This design comes from an exercise in tuning for small area on the open sky130 flow, not from production work.
Only simulation tests tie the RTL to the original design; equivalence was not proved.
Power and IR drop assume default switching activity.

## game
module game(
    input wire [1:0] mode,
    input wire CLK,  
    input wire rst,  
    input wire [7:0] keycode,  
    input wire switch,
    input wire animate,  
    input wire [9:0] x,  
    input wire [8:0] y,  
    output reg [3:0] VGA_R,  
    output reg [3:0] VGA_G,  
    output reg [3:0] VGA_B,  
    output wire [2:0] endgame,  
    output wire [8:0] lives1,lives2
    );
    function automatic lt12(input [11:0] a, input [11:0] b);
        integer i; reg r;
        begin
            r = 1'b0;
            for (i = 0; i < 12; i = i + 1)
                r = (~a[i] & b[i]) | (~(a[i] & ~b[i]) & r);
            lt12 = r;
        end
    endfunction
    function automatic [11:0] addsub12(input [11:0] a, input [11:0] c, input up);
        integer i; reg k; reg [11:0] z;
        begin
            z = a ^ {12{~up}};
            k = 1'b0;
            for (i = 0; i < 12; i = i + 1) begin
                addsub12[i] = a[i] ^ c[i] ^ k;
                k = (z[i] & c[i]) | (k & (z[i] | c[i]));
            end
        end
    endfunction
    wire mode_nz = |mode;
    reg par;
    always @(posedge CLK) par <= rst ? 1'b0 : ~par;
    wire hold = endgame[0] | ~mode_nz;
    wire strobe = animate & ~hold;
    reg moved;
    always @(posedge CLK) moved <= rst ? 1'b0 : strobe;
    wire [7:0] h1, h2;       
    rocket #(.K_DOWN(8'h1B), .K_UP(8'h1D), .K_STOP(8'h1C)) R1(
        .i_clk(CLK), .rst(rst), .hold(hold), .strobe(strobe), .moved(moved),
        .keycode(keycode), .h(h1));
    rocket #(.K_DOWN(8'h72), .K_UP(8'h75), .K_STOP(8'h6B)) R2(
        .i_clk(CLK), .rst(rst), .hold(hold), .strobe(strobe), .moved(moved),
        .keycode(keycode), .h(h2));
    wire [11:0] p1lo = addsub12(h1, 12'd40, 1'b0), p1hi = h1;
    wire [11:0] p2lo = addsub12(h2, 12'd40, 1'b0), p2hi = h2;
    wire p1neg = lt12(h1, 12'd40), p2neg = lt12(h2, 12'd40);
    wire com = keycode[1] | keycode[0];
    wire [11:0] b0x, b1x;
    wire [9:0] b2x;
    wire [8:0] b0y, b1y, b2y;
    wire [8:0] l1A, l2A, unusedB1, unusedB2;
  ...
export LEC_CHECK = 0
export ABC_AREA = 1
export CAP_MARGIN = 20
export CORE_MARGIN = 2
export CORE_UTILIZATION = 40
export CTS_BUF_LIST = sky130_fd_sc_hd__clkbuf_4
export CTS_CLUSTER_DIAMETER = 50
export CTS_CLUSTER_SIZE = 8
export SLEW_MARGIN = 20
create_clock -name core_clock -period 10.0 [get_ports {CLK}]
standard.sh (not shown) runs the stock make flow with config.mk's settings and CLKGATE_MAP_FILE= SYNTH_SCRIPT=/design/flow/synth_recipe.tcl, a recipe that flattens the netlist after the stock synthesis.
==> flow/flow/run.sh <==
#!/bin/bash
# Own layout flow: the standard flow (standard.sh) with two changes:
# synthesis maps with an area-oriented ABC script (flow/abc.script), and the
# port buffers that global placement inserts on every input and output are
# sky130_fd_sc_hd__buf_1.  Every other step is the standard one.
set -euo pipefail
W=$(pwd)
sed "s|SYNTH_SCRIPT=[^ ]*|SYNTH_SCRIPT=$W/flow/synth.tcl|" standard.sh > own_standard.sh
grep -q "SYNTH_SCRIPT=$W/flow/synth.tcl" own_standard.sh
export FLOW_ABC_SCRIPT=$W/flow/abc.script
export BUFFER_PORTS_ARGS="-buffer_cell sky130_fd_sc_hd__buf_1"
bash own_standard.sh > flow_make.log 2>&1
==> flow/flow/abc.script <==
strash
&get -n
&deepsyn -T 60
&dch -f
&nf -a
&put
mfs3 -ae
==> flow/flow/synth.tcl <==
# The standard synthesis script (synth_recipe.tcl), with two changes: every
# ABC call uses the area-oriented script named by FLOW_ABC_SCRIPT instead of
# ORFS's, which upsizes and buffers for a 10 ps delay target; and the
# half/full adder extraction is skipped, so ABC maps that logic too.
# Registers are untouched by both, so their number, names and cells stay the
# standard ones.
proc synth {args} { yosys synth -nofsm -noshare {*}$args }
proc abc {args} {
  set i [lsearch -exact $args -script]
  if {$i >= 0} { lset args [expr {$i + 1}] $::env(FLOW_ABC_SCRIPT) }
  yosys abc {*}$args
}
proc extract_fa {args} { puts "extract_fa skipped" }
source $::env(SCRIPTS_DIR)/synth.tcl
# left out here: clear keep_hierarchy, flatten, clean up, hide names made inside functions, write 1_2_yosys.v
Change:
CTS_BUF_LIST = sky130_fd_sc_hd__clkbuf_4 sky130_fd_sc_hd__clkbuf_8   (was sky130_fd_sc_hd__clkbuf_4)
CTS_CLUSTER_DIAMETER = 60   (was 50)
CTS_CLUSTER_SIZE = 12   (was 8)
Setup slack loses 0.024 ns.
Via count is lower slightly.
Cell area is higher slightly.
Combinational power is about the same.
Routed wire length is lower slightly.
Utilization is higher by 0.26 points.
Synthesized area is unchanged.
Global-route usage is lower by 0.31 points.
Fmax is lower slightly.
Die area stays the same.
Power is higher by a few percent.

[re-timing with driven ports]
Ports are ideal in the flow. The routed layouts listed here were re-timed in OpenROAD. Step 1 assumes that a clkbuf_16 drives the clock port and a buf_2 every other input. Step 2 moves the port delays by t, midway between the first and last clock arrival at a register: inputs arrive t later, outputs are due t later. That takes back most of the time a late clock gives input paths. Slacks: no drivers / after step 1 / after step 2; pairs: no drivers / after step 1.
run	t, ns	setup slack, ns	worst hold slack (ns)	clock arrival spread, ns
the first run	0.713	4.997 / 4.995 / 4.282	0.381 / 0.381 / 0.381	0.076 / 0.077
the second run	0.632	4.973 / 4.992 / 4.360	0.379 / 0.379 / 0.379	0.018 / 0.018
After both steps setup and hold are still met in every run listed. For the first run, which loses most, drivers alone change the setup slack by -0.002 ns; drivers and shift together by -0.715 ns.
